This is an optimization exercise on Yosys and OpenROAD, whose aim is small area, not a production implementation.
Function was checked by simulation only, so behaviour that the tests miss may differ from the original.
Power figures rest on the tool's default switching activity, not on a simulated workload.

==> flow/design.v <==
module SpaceInvaders (
  input clk,
  input reset,
  input btnLeftInput,
  input btnRightInput,
  input fire,
  output [7:0] rgb,
  output hSync,
  output vSync,
  output victory,
  output defeat
  );
function [12:0] add12(input [11:0] a, input [11:0] b, input cin);
  integer i;
  reg c;
  begin
    c = cin;
    for (i = 0; i < 12; i = i + 1) begin
      add12[i] = a[i] ^ b[i] ^ c;
      c = (a[i] & b[i]) | (c & (a[i] ^ b[i]));
    end
    add12[12] = c;
  end
endfunction
function ge(input [11:0] x, input [11:0] k);
  integer i;
  reg r;
  begin
    r = 1'b1;
    for (i = 0; i < 12; i = i + 1)
      r = k[i] ? (x[i] & r) : (x[i] | r);
    ge = r;
  end
endfunction
function le(input [11:0] x, input [11:0] k);
  integer i;
  reg r;
  begin
    r = 1'b1;
    for (i = 0; i < 12; i = i + 1)
      r = k[i] ? (~x[i] | r) : (~x[i] & r);
    le = r;
  end
endfunction
localparam [5:0] ZSTART = 6'd1;
reg t0;
reg [9:0] hc;
reg [9:0] vc;
reg [5:0] zc;
function [5:0] lfsr(input [5:0] s);
  lfsr = {s[4:0], s[5] ^ s[4]};
endfunction
function [5:0] lfsrn(input [5:0] s, input integer n);
  integer i;
  begin
    lfsrn = s;
    for (i = 0; i < n; i = i + 1) lfsrn = lfsr(lfsrn);
  end
endfunction
localparam [5:0] ZEND = lfsrn(ZSTART, 49);
wire lineEnd = hc[9] & ~hc[8] & hc[7] & hc[4];                   
wire frameEnd = ~vc[9] & vc[8] & vc[7] & vc[6] & vc[5] & vc[3] & vc[0];  
wire hAct = ~(hc[9] & (hc[8] | hc[7]));                           
wire vAct = ~(vc[9] | (vc[8] & vc[7] & vc[6] & vc[5]));           
wire [9:0] vPos = vAct ? vc : 10'd0;
wire zcEnd = (zc == ZEND);
wire zzEnable = zcEnd;
wire moveNow  = (zc == ZSTART);
wire laserEnable = t0 & (&hc[2:0]);
wire [12:0] hcInc = add12({2'b00, hc}, 12'd0, t0);
wire [12:0] vcInc = add12({2'b00, vc}, 12'd0, t0 & lineEnd);
always @(posedge clk) begin
  if (reset) begin
    t0 <= 1'b0;
    hc <= 10'd880;
    vc <= 10'd993;
    zc <= ZSTART;
  end else begin
    t0 <= ~t0;
    zc <= zcEnd ? ZSTART : lfsr(zc);
    hc <= (t0 & lineEnd) ? 10'd881 : hcInc[9:0];
    vc <= (t0 & lineEnd & frameEnd) ? 10'd993 : vcInc[9:0];
  end
end
assign hSync = ~(hc[9] & hc[8] & ~(hc[7] & hc[6] & (hc[5] | hc[4])));
assign vSync = ~(vc[9] & ~vc[4] & ~vc[3] & ~vc[2] & (vc[1] ^ vc[0]));
reg [1:0] bl, br;
wire pl = btnLeftInput | reset;
wire pr = btnRightInput | reset;
always @(posedge clk) begin
  bl <= {pl & (bl[0] | bl[1]), pl & ~bl[0] & ~bl[1]};
  br <= {pr & (br[0] | br[1]), pr & ~br[0] & ~br[1]};
end
wire left = bl[0];
wire right = br[0];
reg [4:0] gm;
wire [12:0] gph = add12({7'd0, gm}, {9'd0, gm[4:2]}, 1'b0);
wire [7:0] gp = {gph[5:0], gm[1:0]};
reg shipColor;
wire [7:0] sds;
wire sdc;
AddC #(.W(8), .CIN(1)) shipSub (.a(hc[9:2]), .b(~gp), .s(sds), .co(sdc));
wire [10:0] sd = {~sdc, sds, hc[1:0]};
wire ss = sd[10];
wire [5:0] sx = sd[5:0] ^ {6{ss}};               
wire [4:0] sw = vc[4:0] + 5'd7;                   
wire [12:0] stri = add12({6'd0, sx}, {6'd0, 1'b1, ~sw}, ss);
wire shipBox = ge({2'b00, vc}, 12'd442) & le({2'b00, vc}, 12'd470) &
               (ss ? ge({1'b0, sd}, 12'd2010) : le({1'b0, sd}, 12'd38));
wire shipRect = ss ? (ge({6'd0, sx}, 12'd21) & le({6'd0, sx}, 12'd28))
                   : (ge({6'd0, sx}, 12'd22) & le({6'd0, sx}, 12'd29));
wire shipTri = ~stri[6] & (ss | (|sx));
wire shipShape = shipRect | shipTri;
wire leftOk = left & ge({7'd0, gm}, 12'd3);
wire rightOk = right & le({7'd0, gm}, 12'd29);
wire [4:0] gpAdd;
wire gpc;
AddC #(.W(5), .CIN(0)) gmStep (.a(gm), .b({{4{leftOk}}, leftOk | rightOk}), .s(gpAdd), .co(gpc));
always @(posedge clk) begin
  if (reset) begin
    gm <= 5'd16;
    shipColor <= 1'b0;
  end else begin
    gm <= gpAdd;
    if (shipBox) shipColor <= shipShape;
  end
end
reg [14:0] alive;
reg [10:0] xA;
reg [4:0] yn;
wire [12:0] yah = add12({7'd0, yn}, {9'd0, yn[4:2]}, 1'b0);
wire [7:0] ya = {yah[5:0], yn[1:0]};
reg idx, idxD;
reg defeatR;
reg killing;
reg [1:0] lastMotion;
wire canRight = idxD ? le({1'b0, xA}, 12'd583) : le({1'b0, xA}, 12'd623);
wire canLeft  = idxD | ~(ge({1'b0, xA}, 12'd11) & le({1'b0, xA}, 12'd16));
wire colDead0 = ~(alive[0] | alive[5] | alive[10]);
wire colDead1 = ~(alive[1] | alive[6] | alive[11]);
reg [8:0] ym;
reg [4:0] glm;
wire [12:0] glh = add12({7'd0, glm}, {9'd0, glm[4:2]}, 1'b0);
wire [7:0] gl = {glh[5:0], glm[1:0]};               
reg [1:0] colorLaser;
wire laserAlive = ~&ym;
wire [10:0] nxA = ~xA;
wire [7:0] nya = ~ya;
wire [7:0] hes;
wire hec;
AddC #(.W(8), .CIN(0)) hitXSub (.a(gl), .b(nxA[9:2]), .s(hes), .co(hec));
wire [10:0] he = {nxA[10] ^ hec, hes, nxA[1:0]};
wire [6:0] hfs;
wire hfc;
AddC #(.W(7), .CIN(1)) hitYSub (.a(ym[8:2]), .b(nya[6:0]), .s(hfs), .co(hfc));
wire [7:0] hf = {nya[7] ^ hfc, hfs};
wire [4:0] ha = he[7:3];
wire hlo = ~he[2] & ~(he[1] & he[0]);
wire hz = ~|he[10:8];
wire [4:0] hitCol;
assign hitCol[0] = hz & (ha == 5'd0  | ha == 5'd1  | (ha == 5'd2  & hlo));
assign hitCol[1] = hz & (ha == 5'd5  | ha == 5'd6  | (ha == 5'd7  & hlo));
assign hitCol[2] = hz & (ha == 5'd10 | ha == 5'd11 | (ha == 5'd12 & hlo));
assign hitCol[3] = hz & (ha == 5'd15 | ha == 5'd16 | (ha == 5'd17 & hlo));
assign hitCol[4] = hz & (ha == 5'd20 | ha == 5'd21 | (ha == 5'd22 & hlo));
wire hfz = (ym[1:0] == 2'd0);
wire [2:0] hitRow;
assign hitRow[0] = (hf == 8'd0)  | (hf == 8'd1)  | (hf == 8'd2  & hfz);
assign hitRow[1] = (hf == 8'd5)  | (hf == 8'd6)  | (hf == 8'd7  & hfz);
assign hitRow[2] = (hf == 8'd10) | (hf == 8'd11) | (hf == 8'd12 & hfz);
wire [14:0] hit = alive & {{5{hitRow[2]}} & hitCol, {5{hitRow[1]}} & hitCol, {5{hitRow[0]}} & hitCol};
wire moveOk = moveNow & ~defeatR;
wire xDec = moveOk & (lastMotion == 2'd1) & canLeft;
wire xInc = moveOk & (lastMotion == 2'd2) & canRight;
wire yStep = moveOk & (lastMotion == 2'd3);
wire [10:0] xAAdd;
wire xAc;
AddC #(.W(11), .CIN(0)) xAStep (.a(xA), .b({{10{xDec}}, xDec | xInc}), .s(xAAdd), .co(xAc));
wire [12:0] yaAdd = add12({7'd0, yn}, 12'd0, yStep);
always @(posedge clk) begin
  if (reset) begin
    alive <= 15'h7fff;
    xA <= 11'd40;
    yn <= 5'd2;
    idx <= 1'b0;
    lastMotion <= 2'd0;
  end else begin
    alive <= alive & ~hit;
    idx <= idx ^ (idx ? colDead1 : colDead0);
    if (zzEnable) begin
      case (lastMotion)
        2'd0, 2'd2: lastMotion <= canRight ? 2'd2 : 2'd3;
        2'd3: lastMotion <= canLeft ? 2'd1 : (canRight ? 2'd2 : 2'd0);
        2'd1: lastMotion <= canLeft ? 2'd1 : 2'd3;
      endcase
    end
    xA <= xAAdd;
    yn <= yaAdd[4:0];
  end
  idxD <= idx;
  killing <= |hit;
  defeatR <= yn[4] & yn[2] & yn[1];    
end
assign defeat = defeatR;
assign victory = ~|alive & ~killing;
wire [7:0] lxs;
wire lxc;
AddC #(.W(8), .CIN(1)) laserXSub (.a(hc[9:2]), .b(~gl), .s(lxs), .co(lxc));
wire [10:0] lx = {~lxc, lxs, hc[1:0]};                              
wire [9:0] ly;                                                      
wire lyc;
AddC #(.W(10), .CIN(0)) laserYSub (.a(vPos), .b({1'b1, ~ym}), .s(ly), .co(lyc));
wire lxIn = (~|lx[10:3] & le({9'd0, lx[2:0]}, 12'd6)) | (&lx[10:3] & ge({9'd0, lx[2:0]}, 12'd2));
wire lyIn = (~|ly[9:3] & le({9'd0, ly[2:0]}, 12'd6)) | (&ly[9:3] & ge({9'd0, ly[2:0]}, 12'd2));
reg disc;
always @(*) begin
  case ({lx[3:0], ly[3:0]})
    8'haa, 8'hab, 8'hac, 8'ha4, 8'ha5, 8'ha6, 8'hba, 8'hbb, 8'hb5, 8'hb6, 8'hca, 8'hc6,
    8'h4a, 8'h46, 8'h5a, 8'h5b, 8'h55, 8'h56, 8'h6a, 8'h6b, 8'h6c, 8'h64, 8'h65, 8'h66:
      disc = 1'b0;
    default: disc = 1'b1;
  endcase
end
wire inLaser = lxIn & lyIn & disc;
reg [8:0] ymDec;
always @(*) begin : ymDecrement
  integer i;
  reg b;
  b = laserEnable & laserAlive;
  for (i = 0; i < 9; i = i + 1) begin
    ymDec[i] = ym[i] ^ b;
    b = b & ~ym[i];
  end
end
always @(posedge clk) begin
  if (reset)
    ym <= 9'h1ff;
  else if ((laserAlive && killing) || (laserEnable && ym == 9'd0))
    ym <= 9'h1ff;
  else if (!laserAlive && fire)
    ym <= 9'd432;
  else
    ym <= ymDec[8:0];
  if (!reset && !laserAlive && fire) glm <= gm;
  colorLaser <= {laserAlive & inLaser & ~killing, laserAlive & inLaser};
end
wire [9:0] ahs;
wire ahc;
AddC #(.W(10), .CIN(1)) alienXSub (.a(hc), .b(nxA[9:0]), .s(ahs), .co(ahc));
wire [10:0] ah = {~ahc, ahs};
wire az0 = nxA[10] & ~|ah[10:8];
wire az1 = nxA[10] & &ah[10:8];
wire [4:0] inCol;
assign inCol[0] = (az0 & le({4'd0, ah[7:0]}, 12'd9)) | (az1 & ge({4'd0, ah[7:0]}, 12'd247));
assign inCol[1] = az0 & ge({4'd0, ah[7:0]}, 12'd31)  & le({4'd0, ah[7:0]}, 12'd49);
assign inCol[2] = az0 & ge({4'd0, ah[7:0]}, 12'd71)  & le({4'd0, ah[7:0]}, 12'd89);
assign inCol[3] = az0 & ge({4'd0, ah[7:0]}, 12'd111) & le({4'd0, ah[7:0]}, 12'd129);
assign inCol[4] = az0 & ge({4'd0, ah[7:0]}, 12'd151) & le({4'd0, ah[7:0]}, 12'd169);
wire [7:0] av;
wire avc;
AddC #(.W(8), .CIN(1)) alienYSub (.a(vPos[9:2]), .b(nya), .s(av), .co(avc));
wire avz = (vPos[1:0] == 2'd0);
wire [2:0] inRow;
assign inRow[0] = (av == 8'd255) | (av == 8'd0) | (av == 8'd1 & avz);
assign inRow[1] = (av == 8'd4)   | (av == 8'd5) | (av == 8'd6 & avz);
assign inRow[2] = (av == 8'd9)   | (av == 8'd10) | (av == 8'd11 & avz);
wire [14:0] drawn = alive & {{5{inRow[2]}} & inCol, {5{inRow[1]}} & inCol, {5{inRow[0]}} & inCol}
                    & {15{hAct}};
wire [2:0] colorAlien =
    ((drawn[0] | drawn[4] | drawn[8] | drawn[12]) ? 3'd2 : 3'd0) |
    ((drawn[1] | drawn[5] | drawn[9] | drawn[13]) ? 3'd3 : 3'd0) |
    ((drawn[2] | drawn[6] | drawn[10] | drawn[14]) ? 3'd4 : 3'd0) |
    ((drawn[3] | drawn[7] | drawn[11]) ? 3'd5 : 3'd0);
wire [2:0] colorSum = colorAlien + colorLaser + {2'b00, shipColor};
reg [2:0] rgbF;
always @(posedge clk)
  rgbF <= {colorSum == 3'd1 || colorSum == 3'd3 || colorSum == 3'd5 || colorSum == 3'd6,
           colorSum == 3'd2 || colorSum == 3'd3 || colorSum == 3'd4,
           colorSum == 3'd4 || colorSum == 3'd5};
assign rgb = {{3{rgbF[2]}}, {3{rgbF[1]}}, {2{rgbF[0]}}};
endmodule
module AddC #(parameter W = 8, parameter CIN = 0) (
  input [W-1:0] a,
  input [W-1:0] b,
  output [W-1:0] s,
  output co
  );
  wire [W:0] c;
  assign c[0] = CIN;
  genvar i;
  generate
    for (i = 0; i < W; i = i + 1) begin : bit_
      assign s[i] = a[i] ^ b[i] ^ c[i];
      assign c[i+1] = (a[i] & b[i]) | (c[i] & (a[i] ^ b[i]));
    end
  endgenerate
  assign co = c[W];
endmodule
==> flow/flow/run.sh <==
#!/bin/bash
bash standard.sh "BUFFER_PORTS_ARGS=-buffer_cell sky130_fd_sc_hd__buf_1" "CTS_ARGS=-sink_clustering_enable -repair_clock_nets -root_buf sky130_fd_sc_hd__clkbuf_8 -buf_list sky130_fd_sc_hd__clkbuf_4 -dont_use_dummy_load" finish > standard.log 2>&1
==> flow/standard.sh <==
#!/bin/bash
# synth_recipe.tcl (not shown) runs the flow's synth.tcl, then flattens the netlist and writes it again
# the make line also repeats each setting of config.mk as NAME=value (left out here)
make -C /OpenROAD-flow-scripts/flow DESIGN_CONFIG=/design/flow/config.mk WORK_HOME=/design/flow/orfs CLKGATE_MAP_FILE= SYNTH_SCRIPT=/design/flow/synth_recipe.tcl "${@:-finish}"
==> flow/config.mk <==
export PLATFORM = sky130hd
export DESIGN_NAME = SpaceInvaders
export DESIGN_NICKNAME = SpaceInvaders
export VERILOG_FILES = /design/flow/design.v
export SDC_FILE = /design/flow/constraint.sdc
export NUM_CORES = 4
export LEC_CHECK = 0
export CAP_MARGIN = 20
export CORE_MARGIN = 2
export CORE_UTILIZATION = 70
export CTS_BUF_LIST = sky130_fd_sc_hd__clkbuf_8
export SLEW_MARGIN = 20
==> flow/constraint.sdc <==
create_clock -name core_clock -period 20.0 [get_ports {clk}]
set_input_delay 4.0000 -clock core_clock [delete_from_list [all_inputs] [get_ports {clk}]]
set_output_delay 4.0000 -clock core_clock [all_outputs]
set_load 0.01 [all_outputs]
==> impl_metrics.env, run 1 <==
export IMPL_num_fill_cells=738
export IMPL_timing_rr_end="rgbF[1]"
export IMPL_drt_iter0_drc=254
export IMPL_synth_top_cell_area_share_pct=25.65
export IMPL_synth_compound_area_share_pct=11.79
export IMPL_die_w_um=103.1
export IMPL_critPathSlowestCell="fa_1"
export IMPL_synth_cells=727
export IMPL_via_per_inst=6.007
export IMPL_io_pins=17
export IMPL_syn_num_nets=859
export IMPL_leakage_nw=3.037
export IMPL_grt_usage_pct=30.82
export IMPL_cap_violations=0
export IMPL_async_flop_share_pct=0
export IMPL_die_area_mm2=0.01062
export IMPL_yosys_area_top_type="dfxtp_1"
export IMPL_r2r_cells=28
export IMPL_cp_data_arrival_time_ns=7.80
export IMPL_max_slew_margin_rel_pct=46.28
export IMPL_wirelength_um=14820
export IMPL_syn_to_final_growth_pct=3.916
export IMPL_antenna_found_initial=0
export IMPL_final_common_cell="dfxtp_1"
export IMPL_place_gp_congestion=0.9075
export IMPL_portBuffers=16
export IMPL_first_global_vias=5177
export IMPL_ir_drop_uv=67.16
export IMPL_cp_start_kind="flip-flop"
export IMPL_drcViolationCount=0
export IMPL_drtAntennaViolNets=0
export IMPL_critical_path_class="flip-flop to flip-flop"
export IMPL_cp_common_cell="fa_1"
export IMPL_synth_fa_ha_area_share_pct=30.56
export IMPL_status="finished clean"
export IMPL_yosysUniqueCellTypes=71
export IMPL_worst_r2r_setup_slack_ns=12.52
export IMPL_tns_ns=0
export IMPL_fp_dieH_um=103.1
export IMPL_dr_pass1_iters=4
export IMPL_whs_ns=0.3773
export IMPL_rsz0062_at_grt="no"
export IMPL_synth_avg_cell_area_um2=9.449
export IMPL_grt_max_degree=58
export IMPL_end_kind="flip-flop"
export IMPL_cts_tree="built"
export IMPL_syn_area_mm2=0.006869
export IMPL_start_util_pct=71.26
export IMPL_critPathMaxStageDelay_ns=0.56
export IMPL_holdBufCountCts=0
export IMPL_synth_xor_xnor_area_share_pct=2.678
export IMPL_grt_pass1_wl_um=24900
export IMPL_synth_top_family_by_area="adder cells"
export IMPL_clk_pin_slew_worst_paths_ns=0.09
export IMPL_synthFlopType="dfxtp_1"
export IMPL_placementRows=36
export IMPL_worstPathMaxFanout=10
export IMPL_synth_area_top_cells="dfxtp_1 26%, fa_1 20%, ha_1 11%"
export IMPL_ctsLongestPathBuffers=2
export IMPL_power_density_mw_per_mm2=71.49
export IMPL_holdPathEnd="idxD"
export IMPL_yosysWarningCount=1
export IMPL_post_route_period_util_pct=37.40
export IMPL_worstMarginPinSlew_ns=0.8042
export IMPL_holdPathStages=0
export IMPL_hold_start="idx"
export IMPL_cts_sinks=93
export IMPL_startpoint="hc[0]"
export IMPL_fin_nets=867
export IMPL_mostFrequentLayoutCells="88 x dfxtp_1, 83 x inv_1, 68 x fa_1"
export IMPL_ys_seq_area_share_pct=27.83
export IMPL_h_tree_depth=3
export IMPL_crit_reg2reg_launch="hc[0]"
export IMPL_root_buffer="clkbuf_8"
export IMPL_synth_mux_area_share_pct=0.4554
export IMPL_num_vias=5202
export IMPL_cts_resized=0
export IMPL_yosys_area_share_simple_pct=20.62
export IMPL_skew_ns=0.02250
export IMPL_ys_ff_latch=93
export IMPL_drv_slew=0
export IMPL_final_hold_violation_count=0
export IMPL_routedWlPerCell_um=17.11
export IMPL_fmax_mhz=133.7
export IMPL_hpwl_um=11720
export IMPL_postCtsSetupBuffers=0
export IMPL_worstPathRequired_ns=20.32
export IMPL_n_antenna_cell=0
export IMPL_layout_drive_gt1_share_pct=4.229
export IMPL_core_mm2=0.009639
export IMPL_insertion_delay_ns=0.38
export IMPL_cts_buffers=9
export IMPL_hold_class="flip-flop to flip-flop"
export IMPL_synth_edf_count=5
export IMPL_min_period_ns=7.480
export IMPL_setup_viol=0
export IMPL_grt_overflow_total=0
critical path, delay by kind of cell, from the launching register on:
family,cells,cell delay [ns]
adders and majority gates,12,4.23
AOI/OAI and AO/OA,4,0.91
DFF,1,0.41
and+or+nand+nor,6,1.41
buffers and inverters,6,0.46
area by class of cell:
class | instances | area [µm²] | area share [%]
Clock buffer | 9 | 123.9 | 1.735
Inverter | 85 | 319.1 | 4.470
Tap cell | 133 | 166.4 | 2.331
Multi-Input combinational cell | 528 | 4541 | 63.61
Sequential cell | 93 | 1912 | 26.78
Timing Repair Buffer | 18 | 76.32 | 1.069
cells by family after synthesis:
family                     Yosys count
xor gates and xnor gates            21
adders and majority gates          127
and+or+nand+nor                    262
buffers and inverters              106
AOI/OAI and AO/OA                  115
muxes                                3
DFF                                 93
through the flow:
| stage | instance area, µm² | utilization (%) | cells | power, mW | worst slack (ns) |
|---|---|---|---|---|---|
| after detailed placement | 7014 | 72.77 | 857 | 0.4109 | 12.62 |
| after floorplan | 6869 | - | 727 | 0.3675 | 13.02 |
| after global routing | 7138 | 74.05 | 866 | 0.5479 | 12.11 |
| after CTS | 7138 | 74.05 | 866 | 0.5114 | 12.59 |
| final | 7138 | 74.05 | 866 | 0.5103 | 12.52 |
| after global placement | 7014 | 72.77 | 857 | 0.3998 | 12.88 |
how the worst max path moves through the flow:
stage	to	slack, ns
global route	rgbF[1]	12.11
detailed placement	rgbF[1]	12.62
finish	rgbF[1]	12.52
CTS	rgbF[1]	12.59
global placement	rgbF[1]	12.88
floorplan	rgbF[1]	13.02
state kept, by name, summed over array words and instances (netlist names), 2 cells and up:
signal and flops:
glm 5, lastMotion 2, br 2, alive 15, hc 10, vc 10
colorLaser 2, xA 11, bl 2, yn 5, zc 6, gm 5
rgbF 3, ym 9
power breakdown:
group / total (mW) / switching [mW] / internal (mW)
Sequential: 0.215 / 0.0150 / 0.200
Clock: 0.102 / 0.0617 / 0.0404
Combinational: 0.194 / 0.109 / 0.0842
Total: 0.510 / 0.186 / 0.324
Yosys cell counts, drive strengths merged (11+ instances only):
master,instances
xnor2,15
nor2b,29
nand2,53
nand3,16
and2,16
fa,68
a21oi,20
nor3,20
ha,59
inv,85
a21o,18
o21ai,27
clkbuf,15
nor2,49
dfxtp,88
or3,11
nand4,15
routing by layer:
layer / track usage, % / vias to the layer above / part of all wire, %
li1: - / 2496 / -
met5: 0 / - / 0
met4: 11.64 / 0 / 3.1
met1: 39.41 / 2503 / 43
met3: 7.051 / 43 / 5.6
met2: 51.25 / 160 / 49
==> run 2, diff against run 1 <==
==> flow/flow/run.sh (replaced) <==
#!/bin/bash
bash standard.sh "BUFFER_PORTS_ARGS=-buffer_cell sky130_fd_sc_hd__buf_1" "CTS_ARGS=-sink_clustering_enable -repair_clock_nets -root_buf sky130_fd_sc_hd__clkbuf_16 -buf_list sky130_fd_sc_hd__clkbuf_2 -dont_use_dummy_load" finish > standard.log 2>&1
==> impl_metrics.env, run 2 <==
export IMPL_wirelength_um=15010
export IMPL_rsz0062_at_grt="no"
export IMPL_fmax_mhz=131.3
export IMPL_utilization_pct=75.10
export IMPL_die_w_um=103.1
export IMPL_worstMarginPinSlew_ns=0.8290
export IMPL_synth_edf_count=5
export IMPL_yosysUniqueCellTypes=71
export IMPL_postCtsSetupBuffers=0
export IMPL_holdBufCountCts=0
export IMPL_setup_viol=0
export IMPL_yosysMostFrequentCell="dfxtp_1"
export IMPL_grt_pass1_wl_um=25050
export IMPL_drt_iter0_drc=271
export IMPL_start_util_pct=71.26
export IMPL_root_buffer="clkbuf_16"
export IMPL_synth_top_cell_area_share_pct=25.65
export IMPL_via_per_inst=6.030
export IMPL_routedWlPerCell_um=17.33
export IMPL_critPathBufInv=6
export IMPL_portBuffers=16
export IMPL_dr_pass1_iters=5
export IMPL_drtAntennaViolNets=0
export IMPL_fp_dieH_um=103.1
export IMPL_yosysWarningCount=1
export IMPL_syn_to_final_growth_pct=5.392
export IMPL_io_pins=17
export IMPL_die_area_mm2=0.01062
export IMPL_cp_common_cell="fa_1"
export IMPL_drv_slew=0
export IMPL_worstPathMaxFanout=10
export IMPL_cp_start_kind="flip-flop"
export IMPL_leakage_nw=3.083
export IMPL_hold_class="flip-flop to flip-flop"
export IMPL_fin_nets=867
export IMPL_skew_ns=0.01180
export IMPL_synth_cells=727
export IMPL_switching_share_pct=34.43
export IMPL_combPwrFrac_pct=35.1
export IMPL_yosys_area_top_type="dfxtp_1"
export IMPL_grt_max_degree=58
export IMPL_h_tree_depth=3
export IMPL_ir_drop_uv=93.52
export IMPL_syn_area_mm2=0.006869
export IMPL_cp_data_arrival_time_ns=7.90
export IMPL_async_flop_share_pct=0
export IMPL_synthFlopType="dfxtp_1"
export IMPL_grt_overflow_total=0
export IMPL_cts_sinks=93
export IMPL_ys_seq_area_share_pct=27.83
export IMPL_first_global_vias=5180
export IMPL_net_switching_power_uw=191.0
export IMPL_clk_pin_slew_worst_paths_ns=0.06
export IMPL_synth_avg_cell_area_um2=9.449
export IMPL_placementRows=36
export IMPL_cts_buffers=9
export IMPL_largest_reg_flops=15
export IMPL_status="finished clean"
export IMPL_reg_largest_list="alive: 15 flops, xA: 11 flops"
export IMPL_cts_resized=0
export IMPL_ctsLongestPathBuffers=2
export IMPL_num_vias=5222
export IMPL_antenna_found_initial=0
export IMPL_min_period_ns=7.614
export IMPL_tns_ns=0
export IMPL_power_density_mw_per_mm2=76.63
export IMPL_synth_common_cells="88 x dfxtp_1, 83 x inv_1, 68 x fa_1"
export IMPL_worstPathRequired_ns=20.29
export IMPL_layout_drive_gt1_share_pct=4.229
export IMPL_cp_top_family="adder cells"
export IMPL_place_gp_congestion=0.9075
export IMPL_end_kind="flip-flop"
export IMPL_regMostFlops="alive"
export IMPL_critPathMaxStageDelay_ns=0.63
export IMPL_intPower_uw=363.7
export IMPL_final_common_cell="dfxtp_1"
export IMPL_n_antenna_cell=0
export IMPL_drcViolationCount=0
export IMPL_final_hold_violation_count=0
export IMPL_syn_num_nets=859
export IMPL_critPathSlowestCell="fa_1"
export IMPL_grt_usage_pct=31.06
export IMPL_critical_path_class="flip-flop to flip-flop"
export IMPL_insertion_delay_ns=0.35
export IMPL_hpwl_um=11720
export IMPL_pwr_share_seq_pct=38.8
export IMPL_synth_area_top_cells="dfxtp_1 26%, fa_1 20%, ha_1 11%"
export IMPL_ys_ff_latch=93
export IMPL_cap_violations=0
export IMPL_mostFrequentLayoutCells="88 x dfxtp_1, 83 x inv_1, 68 x fa_1"
export IMPL_max_slew_margin_rel_pct=44.62
export IMPL_core_mm2=0.009639
export IMPL_post_route_period_util_pct=38.07
export IMPL_pwr_share_clk_pct=26.2
export IMPL_cts_tree="built"
## run 2: final timing paths
check | from | endpoint | slack [ns] | cells after the start
max | hc[0] | rgbF[1] | 12.39 | 28
min | idx | idxD | 0.37 | 0
max reg2reg | hc[0] | rgbF[1] | 12.39 | 28
min reg2reg | idx | idxD | 0.37 | 0
## run 2: final cells by class
type	count	area, µm²
fillers	728	2400
repair buffers	18	76.32
multi-input cells	528	4541
clock buffers	9	225.2
inverters	85	319.1
flip-flops and latches	93	1912
well taps	133	166.4
## run 2: through the flow
| stage | cells | cell area, µm² | worst slack [ns] | hold slack [ns] | total power [mW] |
|---|---|---|---|---|---|
| after floorplan | 727 | 6869 | 13.02 | 0.3522 | 0.3675 |
| after global placement | 857 | 7014 | 12.88 | 0.3622 | 0.3998 |
| after detailed placement | 857 | 7014 | 12.62 | 0.3674 | 0.4109 |
| after CTS | 866 | 7239 | 12.52 | 0.3743 | 0.5562 |
| after global routing | 866 | 7239 | 12.02 | 0.3800 | 0.5932 |
| final | 866 | 7239 | 12.39 | 0.3726 | 0.5547 |
## run 2: cells by family after synthesis
| logic type | synth area share, % |
|---|---|
| xor gates and xnor gates | 2.678 |
| muxes | 0.4554 |
| AOI/OAI and AO/OA | 11.79 |
| buffers and inverters | 6.066 |
| DFF | 27.83 |
| and+or+nand+nor | 20.62 |
| adders and majority gates | 30.56 |
## run 2: power groups by stage
stage / combinational (mW) / sequential [mW] / clock [mW]
after global placement: 0.182 / 0.218 / 0
after floorplan: 0.154 / 0.213 / 0
after CTS: 0.195 / 0.215 / 0.147
final: 0.194 / 0.215 / 0.145
after global routing: 0.223 / 0.217 / 0.153
after detailed placement: 0.192 / 0.219 / 0
## run 2: worst register-to-register path: cells and delay by family, from the launching register on
| family | cells | cell delay [ns] |
|---|---|---|
| AOI/OAI and AO/OA | 4 | 0.91 |
| and+or+nand+nor | 6 | 1.48 |
| adders and majority gates | 12 | 4.30 |
| buffers and inverters | 6 | 0.46 |
| DFF | 1 | 0.41 |
## run 2: metal layers
| metal | wire length, µm | vias to the layer above | share of wire (%) | track usage [%] |
|---|---|---|---|---|
| li1 | - | 2498 | - | - |
| met1 | 6322 | 2525 | 42 | 39.52 |
| met2 | 7290 | 162 | 49 | 51.45 |
| met3 | 921 | 37 | 6.1 | 7.390 |
| met4 | 471 | 0 | 3.1 | 12.15 |
| met5 | 0 | - | 0 | 0 |
==> run 3, diff against run 2 <==
==> flow/flow/run.sh (replaced) <==
#!/bin/bash
bash standard.sh "BUFFER_PORTS_ARGS=-buffer_cell sky130_fd_sc_hd__buf_1" "CTS_ARGS=-sink_clustering_enable -repair_clock_nets -root_buf sky130_fd_sc_hd__clkbuf_8 -tree_buf sky130_fd_sc_hd__clkbuf_4 -buf_list sky130_fd_sc_hd__clkbuf_4 -dont_use_dummy_load" finish > standard.log 2>&1
==> impl_metrics.env, run 3 <==
export IMPL_num_fill_cells=738
export IMPL_synth_common_cells="88 x dfxtp_1, 83 x inv_1, 68 x fa_1"
export IMPL_final_seq_area_mm2=0.001912
export IMPL_syn_num_nets=859
export IMPL_ir_drop_uv=67.16
export IMPL_post_route_period_util_pct=37.40
export IMPL_cp_start_kind="flip-flop"
export IMPL_cp_data_arrival_time_ns=7.80
export IMPL_hold_class="flip-flop to flip-flop"
export IMPL_combPwrFrac_pct=37.9
export IMPL_leakage_nw=3.037
export IMPL_synthFlopType="dfxtp_1"
export IMPL_whs_ns=0.3773
export IMPL_die_w_um=103.1
export IMPL_core_mm2=0.009639
export IMPL_dr_pass1_iters=4
export IMPL_power_total_uw=510.3
export IMPL_synth_top_cell_area_share_pct=25.65
export IMPL_synth_edf_count=5
export IMPL_critPathMaxStageDelay_ns=0.56
export IMPL_rsz0062_at_grt="no"
export IMPL_final_common_cell="dfxtp_1"
export IMPL_largest_reg_flops=15
export IMPL_portBuffers=16
export IMPL_intPower_uw=324.2
export IMPL_io_pins=17
export IMPL_drtAntennaViolNets=0
export IMPL_worstMarginPinSlew_ns=0.8042
export IMPL_fmax_mhz=133.7
export IMPL_yosys_area_top_type="dfxtp_1"
export IMPL_h_tree_depth=3
export IMPL_fp_dieH_um=103.1
export IMPL_hold_start="idx"
export IMPL_end_kind="flip-flop"
export IMPL_pwr_share_clk_pct=20.0
export IMPL_layout_drive_gt1_share_pct=4.229
export IMPL_multiInputGateArea_mm2=0.004541
export IMPL_power_density_mw_per_mm2=71.49
export IMPL_crit_reg2reg_launch="hc[0]"
export IMPL_clk_pin_slew_worst_paths_ns=0.09
export IMPL_yosysUniqueCellTypes=71
export IMPL_ys_seq_area_share_pct=27.83
export IMPL_final_hold_violation_count=0
export IMPL_antenna_found_initial=0
export IMPL_wirelength_um=14820
export IMPL_mostFrequentLayoutCells="88 x dfxtp_1, 83 x inv_1, 68 x fa_1"
export IMPL_place_gp_congestion=0.9075
export IMPL_pwr_share_seq_pct=42.1
export IMPL_yosysWarningCount=1
export IMPL_routedWlPerCell_um=17.11
export IMPL_placementRows=36
export IMPL_postCtsSetupBuffers=0
export IMPL_startpoint="hc[0]"
export IMPL_net_switching_power_uw=186.1
export IMPL_worstPathRequired_ns=20.32
export IMPL_cts_resized=0
export IMPL_holdBufCountCts=0
export IMPL_num_vias=5202
export IMPL_status="finished clean"
export IMPL_async_flop_share_pct=0
export IMPL_cts_tree="built"
export IMPL_setup_viol=0
export IMPL_drcViolationCount=0
export IMPL_insertion_delay_ns=0.38
export IMPL_synth_cells=727
export IMPL_die_area_mm2=0.01062
export IMPL_critical_path_class="flip-flop to flip-flop"
export IMPL_switching_share_pct=36.47
export IMPL_regMostFlops="alive"
export IMPL_drt_iter0_drc=254
export IMPL_hpwl_um=11720
export IMPL_yosysMostFrequentCell="dfxtp_1"
export IMPL_first_global_vias=5177
export IMPL_cts_sinks=93
export IMPL_reg_largest_list="alive: 15 flops, xA: 11 flops"
export IMPL_ys_ff_latch=93
export IMPL_synth_avg_cell_area_um2=9.449
export IMPL_grt_usage_pct=30.82
export IMPL_start_util_pct=71.26
export IMPL_ctsLongestPathBuffers=2
export IMPL_grt_overflow_total=0
export IMPL_max_slew_margin_rel_pct=46.28
export IMPL_worstPathMaxFanout=10
export IMPL_syn_to_final_growth_pct=3.916
export IMPL_root_buffer="clkbuf_8"
export IMPL_min_period_ns=7.480
export IMPL_cts_buffers=9
export IMPL_critPathSlowestCell="fa_1"
export IMPL_cp_common_cell="fa_1"
export IMPL_synth_area_top_cells="dfxtp_1 26%, fa_1 20%, ha_1 11%"
export IMPL_n_antenna_cell=0
export IMPL_syn_area_mm2=0.006869
export IMPL_grt_max_degree=58
export IMPL_fin_nets=867
export IMPL_grt_pass1_wl_um=24900
export IMPL_cap_violations=0
export IMPL_skew_ns=0.02250
export IMPL_tns_ns=0
export IMPL_via_per_inst=6.007
export IMPL_drv_slew=0
## run 3: area by class of cell
cell class | count | share of cell area [%]
well taps | 133 | 2.331
flip-flops and latches | 93 | 26.78
inverters | 85 | 4.470
clock buffers | 9 | 1.735
multi-input cells | 528 | 63.61
repair buffers | 18 | 1.069
## run 3: logic make-up (layout without fill, tap and decap cells)
logic type	Yosys count	after routing	synth area share, %
and+or+nand+nor	262	262	20.62
xor gates and xnor gates	21	21	2.678
buffers and inverters	106	112	6.066
muxes	3	3	0.4554
DFF	93	93	27.83
adders and majority gates	127	127	30.56
AOI/OAI and AO/OA	115	115	11.79
## run 3: critical path: cells and delay by family (launching register included)
kind / cells / cell delay, ns
flip-flops: 1 / 0.41
buffers and inverters: 6 / 0.46
AO/OA/AOI/OAI: 4 / 0.91
adder cells (fa/ha/maj): 12 / 4.23
AND/OR/NAND/NOR: 6 / 1.41
## run 3: worst paths after layout
path | to | slack (ns) | cells past startpoint
worst max-delay path | rgbF[1] | 12.52 | 28
worst min-delay path | idxD | 0.38 | 0
worst max register to register | rgbF[1] | 12.52 | 28
worst min register to register | idxD | 0.38 | 0
## run 3: per-stage QoR
stage,instance area (µm²),util [%],std cells,setup slack [ns]
6_report,7138,74.05,866,12.52
5_1_grt,7138,74.05,866,12.11
4_1_cts,7138,74.05,866,12.59
3_5_place_dp,7014,72.77,857,12.62
3_3_place_gp,7014,72.77,857,12.88
2_1_floorplan,6869,-,727,13.02
## run 3: per-layer routing
metal	track usage (%)	part of all wire, %	routed length [µm]
met1	39.41	43	6330
met2	51.25	49	7191
met3	7.051	5.6	833
met4	11.64	3.1	465
met5	0	0	0
## run 3: power groups by stage
| stage | Clock (mW) | Combinational, mW | Sequential [mW] |
|---|---|---|---|
| global placement | 0 | 0.182 | 0.218 |
| floorplan | 0 | 0.154 | 0.213 |
| detailed placement | 0 | 0.192 | 0.219 |
| global route | 0.110 | 0.221 | 0.217 |
| CTS | 0.104 | 0.193 | 0.215 |
| finish | 0.102 | 0.194 | 0.215 |
==> run 4, diff against run 3 <==
==> flow/flow/run.sh (replaced) <==
#!/bin/bash
set -euo pipefail
bash standard.sh \
  "BUFFER_PORTS_ARGS=-buffer_cell sky130_fd_sc_hd__buf_1" \
  "CTS_ARGS=-sink_clustering_enable -repair_clock_nets -buf_list sky130_fd_sc_hd__clkbuf_8 -dont_use_dummy_load" \
  finish > standard.log 2>&1
==> impl_metrics.env, run 4 <==
export IMPL_multiInputGateArea_mm2=0.004541
export IMPL_dr_pass1_iters=4
export IMPL_routedWlPerCell_um=17.11
export IMPL_synth_cells=727
export IMPL_startpoint="hc[0]"
export IMPL_h_tree_depth=3
export IMPL_grt_overflow_total=0
export IMPL_async_flop_share_pct=0
export IMPL_die_w_um=103.1
export IMPL_antenna_found_initial=0
export IMPL_ys_seq_area_share_pct=27.83
export IMPL_worstPathMaxFanout=10
export IMPL_portBuffers=16
export IMPL_fp_dieH_um=103.1
export IMPL_synth_avg_cell_area_um2=9.449
export IMPL_rsz0062_at_grt="no"
export IMPL_wirelength_um=14820
export IMPL_power_density_mw_per_mm2=71.49
export IMPL_yosysMostFrequentCell="dfxtp_1"
export IMPL_max_slew_margin_rel_pct=46.28
export IMPL_io_pins=17
export IMPL_fmax_mhz=133.7
export IMPL_ys_ff_latch=93
export IMPL_crit_end="rgbF[1]"
export IMPL_critPathSlowestCell="fa_1"
export IMPL_postCtsSetupBuffers=0
export IMPL_cts_tree="built"
export IMPL_num_vias=5202
export IMPL_reg_largest_list="alive: 15 flops, xA: 11 flops"
export IMPL_fin_nets=867
export IMPL_via_per_inst=6.007
export IMPL_n_antenna_cell=0
export IMPL_yosys_area_top_type="dfxtp_1"
export IMPL_first_global_vias=5177
export IMPL_root_buffer="clkbuf_8"
export IMPL_placementRows=36
export IMPL_drcViolationCount=0
export IMPL_synthFlopType="dfxtp_1"
export IMPL_cp_common_cell="fa_1"
export IMPL_timing_rr_end="rgbF[1]"
export IMPL_tns_ns=0
export IMPL_cap_violations=0
export IMPL_ctsLongestPathBuffers=2
export IMPL_clk_pin_slew_worst_paths_ns=0.09
export IMPL_cp_data_arrival_time_ns=7.80
export IMPL_critPathMaxStageDelay_ns=0.56
export IMPL_synth_common_cells="88 x dfxtp_1, 83 x inv_1, 68 x fa_1"
export IMPL_skew_ns=0.02250
export IMPL_post_route_period_util_pct=37.40
export IMPL_insertion_delay_ns=0.38
export IMPL_final_common_cell="dfxtp_1"
export IMPL_syn_area_mm2=0.006869
export IMPL_final_hold_violation_count=0
export IMPL_worst_r2r_setup_slack_ns=12.52
export IMPL_status="finished clean"
export IMPL_largest_reg_flops=15
export IMPL_crit_reg2reg_launch="hc[0]"
export IMPL_dp_cells=857
export IMPL_cts_buffers=9
export IMPL_num_fill_cells=738
export IMPL_grt_usage_pct=30.82
export IMPL_start_util_pct=71.26
export IMPL_syn_num_nets=859
export IMPL_worstMarginPinSlew_ns=0.8042
export IMPL_grt_pass1_wl_um=24900
export IMPL_mostFrequentLayoutCells="88 x dfxtp_1, 83 x inv_1, 68 x fa_1"
export IMPL_synth_edf_count=5
export IMPL_drt_iter0_drc=254
export IMPL_syn_to_final_growth_pct=3.916
export IMPL_r2r_cells=28
export IMPL_critical_path_class="flip-flop to flip-flop"
export IMPL_synth_top_cell_area_share_pct=25.65
export IMPL_ir_drop_uv=67.16
export IMPL_setup_viol=0
export IMPL_yosysWarningCount=1
export IMPL_yosysUniqueCellTypes=71
export IMPL_cts_sinks=93
export IMPL_min_period_ns=7.480
export IMPL_final_seq_area_mm2=0.001912
export IMPL_synth_area_top_cells="dfxtp_1 26%, fa_1 20%, ha_1 11%"
export IMPL_leakage_nw=3.037
export IMPL_end_kind="flip-flop"
export IMPL_drv_slew=0
export IMPL_worstPathRequired_ns=20.32
export IMPL_fin_cells=866
export IMPL_die_area_mm2=0.01062
export IMPL_holdBufCountCts=0
export IMPL_regMostFlops="alive"
export IMPL_cts_resized=0
export IMPL_place_gp_congestion=0.9075
export IMPL_hold_class="flip-flop to flip-flop"
export IMPL_drtAntennaViolNets=0
export IMPL_layout_drive_gt1_share_pct=4.229
export IMPL_cp_start_kind="flip-flop"
export IMPL_core_mm2=0.009639
export IMPL_hpwl_um=11720
export IMPL_grt_max_degree=58
## run 4: critical path, delay by kind of cell, from the launching register on
family / cells / cell delay (ns)
and+or+nand+nor: 6 / 1.41
DFF: 1 / 0.41
buffers and inverters: 6 / 0.46
adders and majority gates: 12 / 4.23
AOI/OAI and AO/OA: 4 / 0.91
## run 4: area by class of cell
cell class	count	share of cell area (%)
inverters	85	4.470
repair buffers	18	1.069
clock buffers	9	1.735
well taps	133	2.331
multi-input cells	528	63.61
flip-flops and latches	93	26.78
## run 4: worst min path at each step
stage,startpoint,endpoint,slack [ns],cells past startpoint
CTS,idx,idxD,0.38,0
global placement,idx,idxD,0.36,0
detailed placement,idx,idxD,0.37,0
finish,idx,idxD,0.38,0
global route,idx,idxD,0.38,0
floorplan,idx,idxD,0.35,0
## run 4: layer usage
metal  up-vias  share of wire (%)  track usage (%)
met4         0                3.1            11.64
li1       2496                  -                -
met5         -                  0                0
met3        43                5.6            7.051
met2       160                 49            51.25
met1      2503                 43            39.41
## run 4: cells by family (layout without fill, tap and decap cells)
kind of cell,Yosys count,count (layout),share of synthesized area [%]
flops,93,93,27.83
mux,3,3,0.4554
compound gates,115,115,11.79
buf+inv,106,112,6.066
fa+ha+maj,127,127,30.56
simple gates,262,262,20.62
xor+xnor,21,21,2.678
## run 4: report_power, final
part	switching [mW]	internal, mW
clock network	0.0617	0.0404
registers	0.0150	0.200
logic	0.109	0.0842
total	0.186	0.324
## run 4: stage by stage
stage	instance area (µm²)	utilization, %	setup slack, ns	power [mW]	hold WS [ns]
after floorplan	6869	-	13.02	0.3675	0.3522
after global placement	7014	72.77	12.88	0.3998	0.3622
after detailed placement	7014	72.77	12.62	0.4109	0.3674
after CTS	7138	74.05	12.59	0.5114	0.3781
after global routing	7138	74.05	12.11	0.5479	0.3842
final	7138	74.05	12.52	0.5103	0.3773
==> run 5, diff against run 4 <==
--- a/flow/design.v
+++ b/flow/design.v
@@ -86,9 +86,12 @@
 assign vSync = ~(vc[9] & ~vc[4] & ~vc[3] & ~vc[2] & (vc[1] ^ vc[0]));
 reg [1:0] bl, br;
-wire pl = btnLeftInput | reset;
-wire pr = btnRightInput | reset;
 always @(posedge clk) begin
-  bl <= {pl & (bl[0] | bl[1]), pl & ~bl[0] & ~bl[1]};
-  br <= {pr & (br[0] | br[1]), pr & ~br[0] & ~br[1]};
+  if (reset) begin
+    bl <= 2'b10;
+    br <= 2'b10;
+  end else begin
+    bl <= {btnLeftInput & (bl[0] | bl[1]), btnLeftInput & ~bl[0] & ~bl[1]};
+    br <= {btnRightInput & (br[0] | br[1]), btnRightInput & ~br[0] & ~br[1]};
+  end
 end
 wire left = bl[0];
@@ -242,5 +245,6 @@
   else
     ym <= ymDec[8:0];
-  if (!reset && !laserAlive && fire) glm <= gm;
+  if (reset) glm <= 5'd0;
+  else if (!laserAlive && fire) glm <= gm;
   colorLaser <= {laserAlive & inLaser & ~killing, laserAlive & inLaser};
 end
==> impl_metrics.env, run 5 <==
export IMPL_status="finished clean"
export IMPL_reg_largest_list="alive: 15 flops, xA: 11 flops"
export IMPL_ys_ff_latch=93
export IMPL_critical_path_class="flip-flop to flip-flop"
export IMPL_async_flop_share_pct=0
export IMPL_yosysMostFrequentCell="dfxtp_1"
export IMPL_mostFrequentLayoutCells="93 x dfxtp_1, 90 x inv_1, 68 x fa_1"
export IMPL_met3_usage_pct=8.083
export IMPL_h_tree_depth=3
export IMPL_hold_class="flip-flop to flip-flop"
export IMPL_pwr_share_seq_pct=53.5
export IMPL_synth_top_family_by_area="adder cells"
export IMPL_via_per_inst=6.163
export IMPL_crit_end="rgbF[2]"
export IMPL_num_vias=5448
export IMPL_syn_area_mm2=0.007061
export IMPL_grt_max_degree=64
export IMPL_critPathSlowestCell="fa_1"
export IMPL_die_area_mm2=0.01091
export IMPL_holdPathStages=0
export IMPL_cp_start_kind="flip-flop"
export IMPL_power_density_mw_per_mm2=50.44
export IMPL_yosys_area_top_type="dfxtp_1"
export IMPL_pwr_share_clk_pct=27.3
export IMPL_r2r_cells=29
export IMPL_fin_nets=884
export IMPL_synth_top_cell_area_share_pct=26.37
export IMPL_placementRows=36
export IMPL_rsz0062_at_grt="no"
export IMPL_yosysUniqueCellTypes=80
export IMPL_syn_to_final_growth_pct=3.721
export IMPL_grt_pass1_wl_um=26090
export IMPL_synth_xor_xnor_area_share_pct=2.729
export IMPL_synthFlopType="dfxtp_1"
export IMPL_wirelength_um=15600
export IMPL_root_buffer="clkbuf_8"
export IMPL_worst_r2r_setup_slack_ns=12.76
export IMPL_worstMarginPinSlew_ns=0.9297
export IMPL_holdBufCountCts=0
export IMPL_cp_common_cell="fa_1"
export IMPL_switching_share_pct=29.52
export IMPL_net_switching_power_uw=109.0
export IMPL_synth_cells=744
export IMPL_cap_violations=0
export IMPL_drt_iter0_drc=383
export IMPL_drv_slew=0
export IMPL_drtAntennaViolNets=0
export IMPL_antenna_found_initial=1
export IMPL_startpoint="hc[0]"
export IMPL_cp_top_family="adder cells"
export IMPL_syn_num_nets=876
export IMPL_synth_mux_area_share_pct=1.010
export IMPL_yosys_area_share_simple_pct=20.77
export IMPL_tns_ns=0
export IMPL_final_hold_violation_count=0
export IMPL_cts_buffers=9
export IMPL_timing_rr_end="rgbF[2]"
export IMPL_skew_ns=0.01740
export IMPL_cts_resized=0
export IMPL_core_mm2=0.009774
export IMPL_start_util_pct=72.24
export IMPL_grt_usage_pct=30.50
export IMPL_io_pins=17
export IMPL_power_total_uw=369.4
export IMPL_layout_drive_gt1_share_pct=5.200
export IMPL_final_common_cell="dfxtp_1"
export IMPL_regMostFlops="alive"
export IMPL_cp_data_arrival_time_ns=7.49
export IMPL_leakage_nw=3.086
export IMPL_synth_edf_count=0
export IMPL_utilization_pct=74.92
export IMPL_drcViolationCount=0
export IMPL_gr_usage_met2_pct=50.14
export IMPL_synth_avg_cell_area_um2=9.490
export IMPL_synth_area_top_cells="dfxtp_1 26%, fa_1 19%, ha_1 10%"
export IMPL_setup_viol=0
export IMPL_worstPathMaxFanout=10
export IMPL_dp_cells=874
export IMPL_fmax_mhz=138.2
export IMPL_ctsLongestPathBuffers=2
export IMPL_hpwl_um=12430
export IMPL_routedWlPerCell_um=17.65
export IMPL_critPathMaxStageDelay_ns=0.57
export IMPL_cts_sinks=93
export IMPL_postCtsSetupBuffers=0
export IMPL_synth_compound_area_share_pct=12.99
export IMPL_crit_reg2reg_launch="hc[0]"
export IMPL_place_gp_congestion=0.8952
export IMPL_ir_drop_uv=61.51
export IMPL_dr_pass1_iters=5
export IMPL_fp_dieH_um=104.4
export IMPL_first_global_vias=5522
export IMPL_grtUsageMet1_pct=37.45
export IMPL_end_kind="flip-flop"
export IMPL_synth_common_cells="93 x dfxtp_1, 90 x inv_1, 68 x fa_1"
export IMPL_yosysWarningCount=1
export IMPL_combPwrFrac_pct=19.2
export IMPL_max_slew_margin_rel_pct=37.36
export IMPL_top_usage_layer="met2"
export IMPL_intPower_uw=260.3
export IMPL_ys_seq_area_share_pct=26.37
export IMPL_grt_overflow_total=0
export IMPL_crit_cells=29
export IMPL_portBuffers=16
export IMPL_largest_reg_flops=15
export IMPL_worstPathRequired_ns=20.25
export IMPL_critPathBufInv=6
export IMPL_insertion_delay_ns=0.38
export IMPL_synth_fa_ha_area_share_pct=29.74
export IMPL_die_w_um=104.4
export IMPL_clk_pin_slew_worst_paths_ns=0.09
export IMPL_fin_cells=884
export IMPL_post_route_period_util_pct=36.18
export IMPL_min_period_ns=7.237
export IMPL_cts_tree="built"
run 5: cell types whose count changed in the layout (fill, tap and decap cells not counted), sizes merged, moves of 6 or more:
cell and change:
nor2b -6, nand2 -9, nand2b +14, nor2 -11
run 5: per-layer routing:
metal  up-vias  part of all wire (%)
met5         -                     0
met4         0                   3.3
met3        46                   7.9
met2       205                    48
met1      2623                    41
li1       2574                     -
run 5: worst min-delay path by stage:
stage | start | end | slack [ns]
floorplan | idx | idxD | 0.34
global placement | idx | idxD | 0.35
detailed placement | idx | idxD | 0.36
CTS | idx | idxD | 0.39
global route | idx | idxD | 0.40
finish | idx | idxD | 0.39
run 5: area by class of cell:
cell class	count	area, µm²
multi-input combinational	539	4747
timing repair buffer	19	83.83
sequential	93	1862
tap	133	166.4
inverter	90	337.8
clock buffer	9	123.9
antenna	1	2.502
fill	709	2451
run 5: cell families after synthesis:
| family | after synthesis |
|---|---|
| multiplexers | 7 |
| buffers and inverters | 112 |
| XOR/XNOR | 22 |
| AND/OR/NAND/NOR | 255 |
| flip-flops | 93 |
| AO/OA/AOI/OAI | 128 |
| adder cells (fa/ha/maj) | 127 |
run 5: through the flow:
step                cell area (µm²)  hold WS (ns)  setup slack, ns
finish                         7323        0.3871            12.76
global route                   7321        0.4024            12.32
CTS                            7321        0.3916            12.78
detailed placement             7197        0.3580            12.80
global placement               7197        0.3549            13.06
floorplan                      7061        0.3439            13.21
run 5: power by group through the flow:
stage,Sequential [mW],Clock (mW),Combinational [mW]
final,0.198,0.101,0.0709
after global routing,0.199,0.109,0.0801
after CTS,0.198,0.103,0.0705
after detailed placement,0.202,0,0.0699
after global placement,0.202,0,0.0656
after floorplan,0.199,0,0.0550
==> run 6, diff against run 5 <==
--- a/flow/design.v
+++ b/flow/design.v
@@ -130,5 +130,5 @@
 end
 reg [14:0] alive;
-reg [10:0] xA;
+reg [10:0] nx;                  
 reg [4:0] yn;
 wire [12:0] yah = add12({7'd0, yn}, {9'd0, yn[4:2]}, 1'b0);
@@ -138,15 +138,15 @@
 reg killing;
 reg [1:0] lastMotion;
-wire canRight = idxD ? le({1'b0, xA}, 12'd583) : le({1'b0, xA}, 12'd623);
-wire canLeft  = idxD | ~(ge({1'b0, xA}, 12'd11) & le({1'b0, xA}, 12'd16));
+wire canRight = idxD ? ge({1'b0, nx}, 12'd1464) : ge({1'b0, nx}, 12'd1424);  
+wire canLeft  = idxD | ~(ge({1'b0, nx}, 12'd2031) & le({1'b0, nx}, 12'd2036));  
 wire colDead0 = ~(alive[0] | alive[5] | alive[10]);
 wire colDead1 = ~(alive[1] | alive[6] | alive[11]);
-reg [8:0] ym;
+reg [8:0] nym;                  
 reg [4:0] glm;
 wire [12:0] glh = add12({7'd0, glm}, {9'd0, glm[4:2]}, 1'b0);
 wire [7:0] gl = {glh[5:0], glm[1:0]};               
 reg [1:0] colorLaser;
-wire laserAlive = ~&ym;
-wire [10:0] nxA = ~xA;
+wire laserAlive = |nym;
+wire [10:0] nxA = nx;
 wire [7:0] nya = ~ya;
 wire [7:0] hes;
@@ -156,6 +156,6 @@
 wire [6:0] hfs;
 wire hfc;
-AddC #(.W(7), .CIN(1)) hitYSub (.a(ym[8:2]), .b(nya[6:0]), .s(hfs), .co(hfc));
-wire [7:0] hf = {nya[7] ^ hfc, hfs};
+AddC #(.W(7), .CIN(0)) hitYSub (.a(nym[8:2]), .b(ya[6:0]), .s(hfs), .co(hfc));
+wire [7:0] hf = {ya[7] ^ hfc, ~hfs};
 wire [4:0] ha = he[7:3];
 wire hlo = ~he[2] & ~(he[1] & he[0]);
@@ -167,5 +167,5 @@
 assign hitCol[3] = hz & (ha == 5'd15 | ha == 5'd16 | (ha == 5'd17 & hlo));
 assign hitCol[4] = hz & (ha == 5'd20 | ha == 5'd21 | (ha == 5'd22 & hlo));
-wire hfz = (ym[1:0] == 2'd0);
+wire hfz = (nym[1:0] == 2'd3);
 wire [2:0] hitRow;
 assign hitRow[0] = (hf == 8'd0)  | (hf == 8'd1)  | (hf == 8'd2  & hfz);
@@ -179,10 +179,10 @@
 wire [10:0] xAAdd;
 wire xAc;
-AddC #(.W(11), .CIN(0)) xAStep (.a(xA), .b({{10{xDec}}, xDec | xInc}), .s(xAAdd), .co(xAc));
+AddC #(.W(11), .CIN(0)) xAStep (.a(nx), .b({{10{xInc}}, xDec | xInc}), .s(xAAdd), .co(xAc));
 wire [12:0] yaAdd = add12({7'd0, yn}, 12'd0, yStep);
 always @(posedge clk) begin
   if (reset) begin
     alive <= 15'h7fff;
-    xA <= 11'd40;
+    nx <= ~11'd40;
     yn <= 5'd2;
     idx <= 1'b0;
@@ -198,5 +198,5 @@
       endcase
     end
-    xA <= xAAdd;
+    nx <= xAAdd;
     yn <= yaAdd[4:0];
   end
@@ -213,5 +213,5 @@
 wire [9:0] ly;                                                      
 wire lyc;
-AddC #(.W(10), .CIN(0)) laserYSub (.a(vPos), .b({1'b1, ~ym}), .s(ly), .co(lyc));
+AddC #(.W(10), .CIN(0)) laserYSub (.a(vPos), .b({1'b1, nym}), .s(ly), .co(lyc));
 wire lxIn = (~|lx[10:3] & le({9'd0, lx[2:0]}, 12'd6)) | (&lx[10:3] & ge({9'd0, lx[2:0]}, 12'd2));
 wire lyIn = (~|ly[9:3] & le({9'd0, ly[2:0]}, 12'd6)) | (&ly[9:3] & ge({9'd0, ly[2:0]}, 12'd2));
@@ -232,33 +232,32 @@
   b = laserEnable & laserAlive;
   for (i = 0; i < 9; i = i + 1) begin
-    ymDec[i] = ym[i] ^ b;
-    b = b & ~ym[i];
+    ymDec[i] = nym[i] ^ b;
+    b = b & nym[i];
   end
 end
 always @(posedge clk) begin
   if (reset)
-    ym <= 9'h1ff;
-  else if ((laserAlive && killing) || (laserEnable && ym == 9'd0))
-    ym <= 9'h1ff;
+    nym <= 9'h000;
+  else if ((laserAlive && killing) || (laserEnable && nym == 9'h1ff))
+    nym <= 9'h000;
   else if (!laserAlive && fire)
-    ym <= 9'd432;
+    nym <= ~9'd432;
   else
-    ym <= ymDec[8:0];
-  if (reset) glm <= 5'd0;
-  else if (!laserAlive && fire) glm <= gm;
+    nym <= ymDec[8:0];
+  if (!reset && !laserAlive && fire) glm <= gm;
   colorLaser <= {laserAlive & inLaser & ~killing, laserAlive & inLaser};
 end
 wire [9:0] ahs;
 wire ahc;
-AddC #(.W(10), .CIN(1)) alienXSub (.a(hc), .b(nxA[9:0]), .s(ahs), .co(ahc));
+AddC #(.W(10), .CIN(0)) alienXSub (.a(hc), .b(nxA[9:0]), .s(ahs), .co(ahc));
 wire [10:0] ah = {~ahc, ahs};
 wire az0 = nxA[10] & ~|ah[10:8];
 wire az1 = nxA[10] & &ah[10:8];
 wire [4:0] inCol;
-assign inCol[0] = (az0 & le({4'd0, ah[7:0]}, 12'd9)) | (az1 & ge({4'd0, ah[7:0]}, 12'd247));
-assign inCol[1] = az0 & ge({4'd0, ah[7:0]}, 12'd31)  & le({4'd0, ah[7:0]}, 12'd49);
-assign inCol[2] = az0 & ge({4'd0, ah[7:0]}, 12'd71)  & le({4'd0, ah[7:0]}, 12'd89);
-assign inCol[3] = az0 & ge({4'd0, ah[7:0]}, 12'd111) & le({4'd0, ah[7:0]}, 12'd129);
-assign inCol[4] = az0 & ge({4'd0, ah[7:0]}, 12'd151) & le({4'd0, ah[7:0]}, 12'd169);
+assign inCol[0] = (az0 & le({4'd0, ah[7:0]}, 12'd8)) | (az1 & ge({4'd0, ah[7:0]}, 12'd246));
+assign inCol[1] = az0 & ge({4'd0, ah[7:0]}, 12'd30)  & le({4'd0, ah[7:0]}, 12'd48);
+assign inCol[2] = az0 & ge({4'd0, ah[7:0]}, 12'd70)  & le({4'd0, ah[7:0]}, 12'd88);
+assign inCol[3] = az0 & ge({4'd0, ah[7:0]}, 12'd110) & le({4'd0, ah[7:0]}, 12'd128);
+assign inCol[4] = az0 & ge({4'd0, ah[7:0]}, 12'd150) & le({4'd0, ah[7:0]}, 12'd168);
 wire [7:0] av;
 wire avc;
==> impl_metrics.env, run 6 <==
export IMPL_status="finished clean"
export IMPL_die_area_mm2=0.01080
export IMPL_postCtsSetupBuffers=0
export IMPL_reg_largest_list="alive: 15 flops, nx: 11 flops"
export IMPL_whs_ns=0.3741
export IMPL_setup_viol=0
export IMPL_cap_violations=0
export IMPL_switching_share_pct=31.21
export IMPL_die_w_um=103.9
export IMPL_drtAntennaViolNets=0
export IMPL_tns_ns=0
export IMPL_ys_seq_area_share_pct=27.34
export IMPL_drt_iter0_drc=299
export IMPL_drcViolationCount=0
export IMPL_intPower_uw=272.8
export IMPL_drv_slew=0
export IMPL_power_density_mw_per_mm2=54.80
export IMPL_mostFrequentLayoutCells="88 x dfxtp_1, 85 x inv_1, 68 x fa_1"
export IMPL_wirelength_um=15460
export IMPL_routedWlPerCell_um=17.89
export IMPL_num_fill_cells=728
export IMPL_critical_path_class="flip-flop to flip-flop"
export IMPL_insertion_delay_ns=0.39
export IMPL_n_antenna_cell=0
export IMPL_synth_common_cells="88 x dfxtp_1, 85 x inv_1, 68 x fa_1"
export IMPL_ys_ff_latch=93
export IMPL_critPathSlowestCell="fa_1"
export IMPL_start_util_pct=71.86
export IMPL_grt_max_degree=61
export IMPL_final_common_cell="dfxtp_1"
export IMPL_cts_tree="built"
export IMPL_combPwrFrac_pct=23.9
export IMPL_syn_to_final_growth_pct=3.525
export IMPL_hpwl_um=12190
export IMPL_synth_area_top_cells="dfxtp_1 25%, fa_1 19%, ha_1 11%"
export IMPL_ctsLongestPathBuffers=2
export IMPL_min_period_ns=7.616
export IMPL_dr_pass1_iters=5
export IMPL_place_gp_congestion=0.9330
export IMPL_cp_common_cell="fa_1"
export IMPL_fmax_mhz=131.3
export IMPL_yosysMostFrequentCell="dfxtp_1"
export IMPL_synth_top_cell_area_share_pct=25.20
export IMPL_post_route_period_util_pct=38.08
export IMPL_worstPathMaxFanout=10
export IMPL_pwr_share_clk_pct=25.1
export IMPL_worstMarginPinSlew_ns=1.075
export IMPL_final_hold_violation_count=0
export IMPL_async_flop_share_pct=0
export IMPL_wl_met2_um=7469
export IMPL_cp_data_arrival_time_ns=7.88
export IMPL_end_kind="flip-flop"
export IMPL_yosysUniqueCellTypes=68
export IMPL_syn_area_mm2=0.006992
export IMPL_wl_met3_um=946
export IMPL_num_vias=5398
export IMPL_ir_drop_uv=46.51
export IMPL_holdPathStages=0
export IMPL_holdBufCountCts=0
export IMPL_layout_drive_gt1_share_pct=4.514
export IMPL_cts_sinks=93
export IMPL_first_global_vias=5475
export IMPL_clk_pin_slew_worst_paths_ns=0.07
export IMPL_regMostFlops="alive"
export IMPL_power_total_uw=396.6
export IMPL_h_tree_depth=3
export IMPL_route_top_layer_used="met4"
export IMPL_max_slew_margin_rel_pct=28.30
export IMPL_cts_resized=0
export IMPL_placementRows=36
export IMPL_synth_edf_count=5
export IMPL_root_buffer="clkbuf_8"
export IMPL_fp_dieH_um=103.9
export IMPL_grt_overflow_total=0
export IMPL_yosys_area_top_type="dfxtp_1"
export IMPL_synth_cells=729
export IMPL_worstPathRequired_ns=20.26
export IMPL_core_mm2=0.009729
export IMPL_grt_pass1_wl_um=26400
export IMPL_antenna_found_initial=0
export IMPL_synth_avg_cell_area_um2=9.591
export IMPL_critPathMaxStageDelay_ns=0.59
export IMPL_r2r_cells=29
export IMPL_net_switching_power_uw=123.8
export IMPL_met1_length_um=6504
export IMPL_syn_num_nets=861
export IMPL_leakage_nw=3.125
export IMPL_grt_usage_pct=30.60
export IMPL_io_pins=17
export IMPL_pwr_share_seq_pct=51.1
export IMPL_via_per_inst=6.248
export IMPL_hold_class="flip-flop to flip-flop"
export IMPL_yosysWarningCount=1
export IMPL_cp_start_kind="flip-flop"
export IMPL_cts_buffers=9
export IMPL_portBuffers=16
export IMPL_rsz0062_at_grt="no"
export IMPL_skew_ns=0.01954
export IMPL_synthFlopType="dfxtp_1"
export IMPL_fin_nets=865
export IMPL_largest_reg_flops=15
run 6: final timing paths:
check             slack (ns)   from  endpoint
setup / recovery       12.38  hc[0]   rgbF[2]
hold / removal          0.37    idx      idxD
setup reg to reg       12.38  hc[0]   rgbF[2]
hold reg to reg         0.37    idx      idxD
run 6: logic make-up after synthesis:
| group | count (synthesis) | share of synthesized area (%) |
|---|---|---|
| xor+xnor | 20 | 2.505 |
| simple gates | 257 | 21.13 |
| compound gates | 120 | 12.33 |
| flops | 93 | 27.34 |
| mux | 4 | 0.5906 |
| fa+ha+maj | 127 | 30.03 |
| buf+inv | 108 | 6.067 |
run 6: stage by stage:
stage	util [%]	area (µm²)	instances	worst slack, ns
3_3_place_gp	73.12	7114	855	12.61
3_5_place_dp	73.12	7114	855	12.42
6_report	74.40	7238	864	12.38
2_1_floorplan	-	6992	729	12.86
5_1_grt	74.40	7238	864	11.86
4_1_cts	74.40	7238	864	12.43
run 6: area by class of cell:
class | instances | area, µm² | share of cell area, %
timing repair buffer | 16 | 61.31 | 0.8470
inverter | 85 | 319.1 | 4.408
tap | 133 | 166.4 | 2.299
sequential | 93 | 1912 | 26.41
multi-input combinational | 528 | 4656 | 64.32
clock buffer | 9 | 123.9 | 1.711
run 6: per-layer routing:
metal	vias up	GRT usage, %
li1	2525	-
met1	2627	38.77
met2	197	50.85
met3	49	5.952
met4	0	14.00
met5	-	0
run 6: critical path: cells and delay by family, from the launching register on:
kind / cells / cell delay, ns
buffers and inverters: 5 / 0.33
flip-flops: 1 / 0.54
AND/OR/NAND/NOR: 5 / 0.81
AO/OA/AOI/OAI: 7 / 1.14
adder cells (fa/ha/maj): 12 / 4.67
run 6: power groups by stage:
stage | combinational (mW) | clock, mW | sequential (mW)
finish | 0.0947 | 0.0994 | 0.203
CTS | 0.0941 | 0.101 | 0.202
global placement | 0.0885 | 0 | 0.206
global route | 0.107 | 0.107 | 0.203
floorplan | 0.0738 | 0 | 0.202
detailed placement | 0.0935 | 0 | 0.207

## what the ideal ports hide
How much do the figures lean on ideal ports? The routed layouts below were timed once more, with nothing changed but the port constraints. Step 1, drivers: a clkbuf_16 drives clk and a buf_2 each remaining input, both assumed. Step 2 also shifts input and output timing later by t, the mid clock arrival at the registers, as if the neighbouring blocks saw the same clock. Slacks: ideal / step 1 / step 2; pairs: ideal / step 1.
run	shift t [ns]	slack for setup (ns)	hold slack, ns	worst data-port slew with drivers (ns)	pins driven straight from the clock port
run 1	0.406	12.521 / 12.521 / 12.521	0.377 / 0.377 / 0.377	0.03	1
run 2	0.384	12.386 / 12.386 / 12.386	0.373 / 0.373 / 0.373	0.03	1
run 3	0.406	12.521 / 12.521 / 12.521	0.377 / 0.377 / 0.377	0.03	1
run 4	0.406	12.521 / 12.521 / 12.521	0.377 / 0.377 / 0.377	0.03	1
run 5	0.407	12.763 / 12.763 / 12.763	0.387 / 0.387 / 0.387	0.04	1
run 6	0.412	12.384 / 12.384 / 12.384	0.374 / 0.374 / 0.374	0.03	1
After both steps every run listed still meets setup and hold.
